From an optimization exercise on the open Yosys and OpenROAD flow, aimed at small area and a short achievable clock period; shortcuts taken in it are not production practice. In this exercise RTL edits were held to simulation tests only and were not proved equivalent to the original.

<file path="flow/design.v">
module clock_generator(f_clk,rst,f_adc_clock,f_dac_clock,f_sw,f_sw_rise,t);
input f_clk,rst;
output f_adc_clock,f_dac_clock,f_sw;
output f_sw_rise;
output reg [8:0] t;
wire en = (&t[8:4]) & t[1] & t[0];       
assign f_sw_rise = en;
assign f_sw = en & t[2];                 
assign f_adc_clock = ~t[1] & ~t[0];
assign f_dac_clock = f_adc_clock;
always @(posedge f_clk)
  if (rst) t <= 9'd503;
  else if (en) t <= {8'd0, t[2]};
  else t <= t + 9'd1;
endmodule
module digital_PID_controller(clk,rst,en,init,qt,sel,adc,t,y0,y1);
input clk,rst;
input en;                       
input init;                     
input qt;                       
input sel;                      
input [8:0] adc;                
input [8:0] t;                  
output [11:0] y0,y1;            
reg [8:0] f0;
reg [8:0] fp;                   
reg fs;                         
reg [17:0] acc;                 
reg [13:0] k0;                  
reg kap;                        
reg [13:0] kh;
reg c1, c2, ca, cb, cx, cy, ck1, ck2;
wire band = ~f0[8] & (&f0[7:3]) & (|f0[2:0]);    
wire hi = sel & qt;
wire pass = (t[8:5] == 4'd1);
wire [4:0] s = t[4:0];
wire tp0 = (s <= 5'd8) ? fp[0] : fs;                                  
wire tp8 = (s == 5'd0) ? 1'b0 : (s <= 5'd9) ? fp[8] : fs;             
wire tp4 = (s < 5'd5) ? 1'b0 : (s <= 5'd13) ? fp[4] : fs;             
wire tp3 = (s < 5'd6) ? 1'b0 : (s <= 5'd14) ? fp[3] : fs;             
wire tpx = (s <= 5'd11) ? fp[6] : fs;                                 
wire tpy = (s < 5'd12) ? 1'b0 : fp[6];                                
reg f0m;                                                              
always @(*)
  case (s)
    5'd3,  5'd12: f0m = f0[0];
    5'd4,  5'd13: f0m = f0[1];
    5'd5,  5'd14: f0m = f0[2];
    5'd6,  5'd15: f0m = f0[3];
    5'd7,  5'd16: f0m = f0[4];
    5'd8,  5'd17: f0m = f0[5];
    5'd9,  5'd18: f0m = f0[6];
    5'd10, 5'd19: f0m = f0[7];
    default:      f0m = f0[8];
  endcase
wire f0x = (s <= 5'd11) ? f0m : f0[8];
wire f0y = (s < 5'd12) ? 1'b0 : f0m;
wire h1 = tp0 ^ tp8 ^ c1;
wire h1c = (tp0 & tp8) | (c1 & (tp0 ^ tp8));
wire h2 = tp4 ^ tp3 ^ c2;
wire h2c = (tp4 & tp3) | (c2 & (tp4 ^ tp3));
wire sa = acc[0] ^ h1 ^ ca;
wire sac = (acc[0] & h1) | (ca & (acc[0] ^ h1));
wire ab = sa ^ h2 ^ cb;                                               
wire abc = (sa & h2) | (cb & (sa ^ h2));
wire x = f0x ^ ~tpx ^ cx;
wire xc = (f0x & ~tpx) | (cx & (f0x ^ ~tpx));
wire y = f0y ^ ~tpy ^ cy;
wire yc = (f0y & ~tpy) | (cy & (f0y ^ ~tpy));
wire dy = (s < 5'd12) ? 1'b0 : y;                                     
wire nx = (s < 5'd3) ? 1'b1 : ~x;                                     
wire ak = (s <= 5'd17) ? ab : acc[17];
wire sk = ak ^ dy ^ ck1;
wire skc = (ak & dy) | (ck1 & (ak ^ dy));
wire kb = sk ^ nx ^ ck2;
wire kbc = (sk & nx) | (ck2 & (sk ^ nx));
always @(posedge clk) begin
  c1 <= pass & h1c;
  c2 <= pass & h2c;
  ca <= pass & sac;
  cb <= pass & abc;
  cx <= ~(pass & (s >= 5'd3)) | xc;
  cy <= ~(pass & (s >= 5'd12)) | yc;
  ck1 <= pass & (s >= 5'd2) & skc;
  ck2 <= ~(pass & (s >= 5'd2)) | kbc;
  if (pass & (s >= 5'd7) & (s <= 5'd20)) k0 <= {kb, k0[13:1]};
  if (pass & (s == 5'd3)) kap <= kb;
  if (pass & ((s == 5'd4) | (s == 5'd5))) kap <= kap & kb;
  if (pass & (s == 5'd6)) kap <= kap | kb;
end
wire [13:0] k1 = k0 + (band ? 14'd255 : 14'd223) + kap;
wire [8:0] fe = init ? (sel ? 9'd0 : 9'd69) : hi ? f0 + 9'd7 : f0;
always @(posedge clk) begin
  if (en) begin
    kh <= init ? (sel ? 14'd0 : 14'd2203) : hi ? k1 : k0;
    f0 <= 9'd69 - adc;
  end
  if (en) begin
    fp <= fe;
    fs <= fe[8];
  end else if (pass & (s <= 5'd20))
    fp <= {fp[0], fp[8:1]};
end
always @(posedge clk)
  if (rst) acc <= 18'd0;
  else if (pass & (s <= 5'd17)) acc <= {ab, acc[17:1]};
wire [13:0] s0 = kh + {{3{f0[8]}}, f0, 2'b00} + {{5{f0[8]}}, f0};
wire [13:0] s1 = kh + {{3{f0[8]}}, f0, 2'b00} + {{5{f0[8]}}, f0} + (band ? 14'h3623 : 14'h0023);
assign y0 = s0[13:2];
assign y1 = s1[13:2];
endmodule
module DPWM_dead_time_circuit(clk,rst,sel,y0,y1,Q_H,Q_L);
input clk,rst,sel;
input signed [11:0] y0,y1;
output Q_H,Q_L;
reg q_pwm;
reg [5:0] shift;
reg signed [11:0] counter;
wire low = counter <= 12'sd1;
wire cmp0 = counter <= y0;
wire cmp1 = counter <= y1;
wire on = low | (sel ? cmp1 : cmp0);
wire wrap = (counter == 12'sd499) & ~on;
always @(posedge clk)
  if (rst) begin
    q_pwm <= 1'b0;
    counter <= 12'sd0;
    shift <= 6'd0;
  end else begin
    q_pwm <= on;
    counter <= wrap ? 12'sd0 : counter + 12'sd1;
    shift <= {shift[4:0], q_pwm};
  end
assign Q_H = q_pwm & shift[5];
assign Q_L = ~(q_pwm | shift[5]);
endmodule
module PID_CONTROLLER(clk,rst,clk_adc,clk_dac,pwm_high,pwm_low,adc_data,dac_data,Q_load,Q_L_R_tran);
input clk,rst,Q_L_R_tran;
output clk_adc,clk_dac,pwm_high,pwm_low,Q_load;
input signed [9:0] adc_data;
output [11:0] dac_data;
wire en, init;
wire [8:0] t;
reg [6:0] s;                    
wire q_tran = s[6];             
wire [11:0] y0, y1;
clock_generator u1(.f_clk(clk),.rst(rst),.f_adc_clock(clk_adc),.f_dac_clock(clk_dac),.f_sw(init),.f_sw_rise(en),.t(t));
always @(posedge clk)
  if (rst) s <= 7'd12;
  else if (en) s <= (s == 7'd112) ? 7'd12 : s + 7'd1;
digital_PID_controller u2(.clk(clk),.rst(rst),.en(en),.init(init),.qt(q_tran),.sel(Q_L_R_tran),
  .adc(adc_data[9:1]),.t(t),.y0(y0),.y1(y1));
DPWM_dead_time_circuit u6(.clk(clk),.rst(rst),.sel(Q_L_R_tran & q_tran),.y0(y0),.y1(y1),.Q_H(pwm_high),.Q_L(pwm_low));
assign Q_load = ~Q_L_R_tran & q_tran;
assign dac_data = 12'b0;
endmodule
</file>
<file path="flow/run.sh">
#!/bin/bash
# synth_recipe.tcl (not shown) runs the flow's synth.tcl, then flattens the netlist and writes it again
# the make line also repeats each setting of config.mk as NAME=value (left out here)
make -C /OpenROAD-flow-scripts/flow DESIGN_CONFIG=/design/flow/config.mk WORK_HOME=/design/flow/orfs CLKGATE_MAP_FILE= SYNTH_SCRIPT=/design/flow/synth_recipe.tcl finish
</file>
<file path="flow/config.mk">
export PLATFORM = sky130hd
export DESIGN_NAME = PID_CONTROLLER
export DESIGN_NICKNAME = PID_CONTROLLER
export VERILOG_FILES = /design/flow/design.v
export SDC_FILE = /design/flow/constraint.sdc
export NUM_CORES = 4
export LEC_CHECK = 0
export CAP_MARGIN = 20
export CORE_MARGIN = 2
export CORE_UTILIZATION = 40
export SETUP_SLACK_MARGIN = 5
export SLEW_MARGIN = 20
</file>
<file path="flow/constraint.sdc">
create_clock -name core_clock -period 10.0 [get_ports {clk}]
set_input_delay 2.0000 -clock core_clock [delete_from_list [all_inputs] [get_ports {clk}]]
set_output_delay 2.0000 -clock core_clock [all_outputs]
set_load 0.01 [all_outputs]
</file>
==> results.ini <==
[grt]
grtUsageMet3_pct=3.41
top_usage_layer=met2
met1_usage_pct=21.3
globalRouteTotalUtil_pct=16.8
grt.met2_usage_pct=28.5
grt_pass1_vias=5047
antenna_found_initial=0
grt_pass1_wl_mm=24.5
overflow=0
grt_max_degree=42

[synth]
synth_area_leaders=edfxtp_1, dfxtp_1, ha_1
synth_edf_count=48
synth_sequential_area_ratio_pct=37.8
synthArstFlopShare_pct=0
avgSynthCellArea_um2=9.45
ys_ff_latch=109
synthCells=745
yosysUniqueCellTypes=73
yosysWarningCount=4
synth_top_area_share_pct=20.5
synthFlopType=dfxtp_1
yosysTopAreaCell=edfxtp_1
syn-cell-area_um2=7040

[cells_and_area]
area.growth.synth_to_final_pct=14.3
drive_gt1_share_pct=12.4
layoutNonFillerInstCount=1008
final_util_pct=46.7
insertedDiodeCount=0
nNetsFinal=867

[critical_path]
cp-start-kind=flip-flop
end_kind=flip-flop
path_cells=buf_6, fa_1, ha_4, nand2_4, o31ai_4, a21oi_2, nor2b_2, o21a_1, nor2_4, xnor2_2, ha_1, a21oi_2, o31ai_4, a31oi_2, xnor2_1, ha_1, nand4_1, nor2_1, nand2_1, o21bai_4, a31o_4, a31oi_4, buf_12, nor3_2
cp_max_fo=8
criticalPathCategory=reg2reg
critPathSlowestCell=fa_1
cp_slowest_stage_delay_ps=510
required_ps=10230
arrival_ps=5140
path_buf_inv=2
cpLargestDelayFamily=compound AO/OA/AOI/OAI gates

[die]
die_h_um=137
start_util_pct=40.9
rows=48
pin_count=30
core_area_um2=17200
die_x_um=137
dieArea_um2=18700

[clock_network]
cts.sinks=109
clk_latency_ps=360
cts_hold_buf=0
cts_buffer_depth=2
clockRootBuffer=clkbuf_16
path_clk_slew_ps=70
cts_tree=built
cts_max_level=3
cts_buffers=9

[timing]
tightest_slew_ps=861
tns_ps=0
slew_headroom_pct=42.0
hold_ws_ps=447
max_freq_mhz=204
slew_viol_final=0
period_needed_ps=4910
post-route-period-util_pct=49.1
setup_viol=0
finClkSkew_ps=10.5
rsz0062_at_grt=true
hold_viol=0

[route]
drt-pass1-iter-count=5
drcViolationCount=0
postRouteAntennaNets=0
wl_per_cell_um=15.2
drt-initial-drc-count=300
via_per_inst=5.33
wirelength_mm=15.4
vias=5368

[placed_design]
port-buffer-count=16
dp.cells=966
gp_congestion=0.863
dpl.hpwl_mm=11.1

[status]
status=no timing/DRC/antenna violations

[worst_hold_path]
hold_path.class=reg2reg

[run]
cap_viol_max_count=0

cells in the mapped netlist (all sizes together), types with 17 or more instances:
master,n
a21oi,56
buf,18
clkbuf,17
dfxtp,61
edfxtp,48
fa,17
ha,59
inv,44
nand2,86
nor2,56
nor3,19
o21ai,32
xnor2,35
xor2,29
cell usage in the layout (no fill, tap or decap), types with 9 or more instances in the layout:
cell type,n
nand3_1,15
clkbuf_16,9
nor3_1,15
nor2b_1,15
nor2_1,53
nand4_1,11
o21ai_0,29
xor2_1,27
o21a_1,10
buf_4,28
conb_1,12
ha_1,54
dfxtp_1,56
a21oi_1,52
inv_1,40
fa_1,16
xnor2_1,34
clkdlybuf4s50_1,14
nand2_1,85
edfxtp_1,48
layer usage:
metal  vias up  part of all wire (%)
li1       2655                     -
met1      2576                    45
met2       111                    49
met3        26                   3.8
met4         0                   1.5
met5         -                     0
through the flow:
stage	setup slack, ps	cell area [µm²]
5_1_grt	4870	8050
3_3_place_gp	4590	7370
4_1_cts	5010	7810
2_1_floorplan	5070	7080
6_report	5090	8050
3_5_place_dp	4390	7370
final timing paths:
path              slack, ps              startpoint                       end  cells after the start
setup / recovery       5090      u2.f0[2]$_DFFE_PP_  u6.counter[2]$_SDFF_PP0_                     24
setup reg to reg       5090      u2.f0[2]$_DFFE_PP_  u6.counter[2]$_SDFF_PP0_                     24
hold reg to reg         450  u6.shift[3]$_SDFF_PP0_    u6.shift[4]$_SDFF_PP0_                      1
hold / removal          450  u6.shift[3]$_SDFF_PP0_    u6.shift[4]$_SDFF_PP0_                      1
kinds of logic (layout without fill, tap and decap cells):
logic type	count (synthesis)	count (layout)	share of synthesized area (%)
simple gates	242	242	16.3
xor+xnor	65	65	8.49
mux	8	8	1.21
buf+inv	79	106	4.96
flops	109	109	37.8
compound gates	165	165	15.9
other cells	1	12	0.0532
fa+ha+maj	76	76	15.3
worst register-to-register path: cells and delay by family, from the launching register on:
family                   cells  cell delay [ps]
buffers and inverters        2              330
adder cells (fa/ha/maj)      4             1430
AND/OR/NAND/NOR              7              580
AO/OA/AOI/OAI                9             1670
XOR/XNOR                     2              280
flip-flops                   1              490
state kept, by name, indices dropped and copies added, names as in the netlist, 6 cells and up:
name        flops
u2.kh          14
u2.acc         18
u2.fp           9
u1.t            9
s               7
u2.f0           9
u6.counter     12
u2.k0          14
u6.shift        6
timing repair:
item,CTS,global route
setup buffers,10,16
resized for setup,24,20
hold endpoints to repair,0,0
pin swaps,11,26
endpoints found under the setup margin,12,11
cell type report:
class / count / area [µm²]
timing repair buffer: 46 / 399
clock buffer: 9 / 225
tap: 225 / 282
sequential: 109 / 2680
multi-input combinational: 568 / 4250
fill: 1595 / 9190
clock inverter: 7 / 48.8
inverter: 44 / 168

[re-timing with driven ports]
In the flow no input, the clock included, has a driving cell. The finished layout below was timed again as built, in two steps.
Step 1: set_driving_cell puts a clkbuf_16 on clk and a buf_2 on each other input, an assumption about the parent block.
Step 2 also shifts input and output timing later by t, the mid clock arrival at the registers, as if the neighbouring blocks saw the same clock.
Three values: ideal ports, drivers, drivers and shift; two values: the first two.
t, ns: 0.397
slack for setup (ns): 5.090 / 5.090 / 5.090
hold slack, ns: 0.447 / 0.447 / 0.447
clock arrival spread, ns: 0.013 / 0.013
worst data-port slew with drivers (ns): 0.03
After both steps this run still meets setup and hold. The setup slack of this run moves by 0.000 ns with the drivers and by 0.000 ns with both steps.
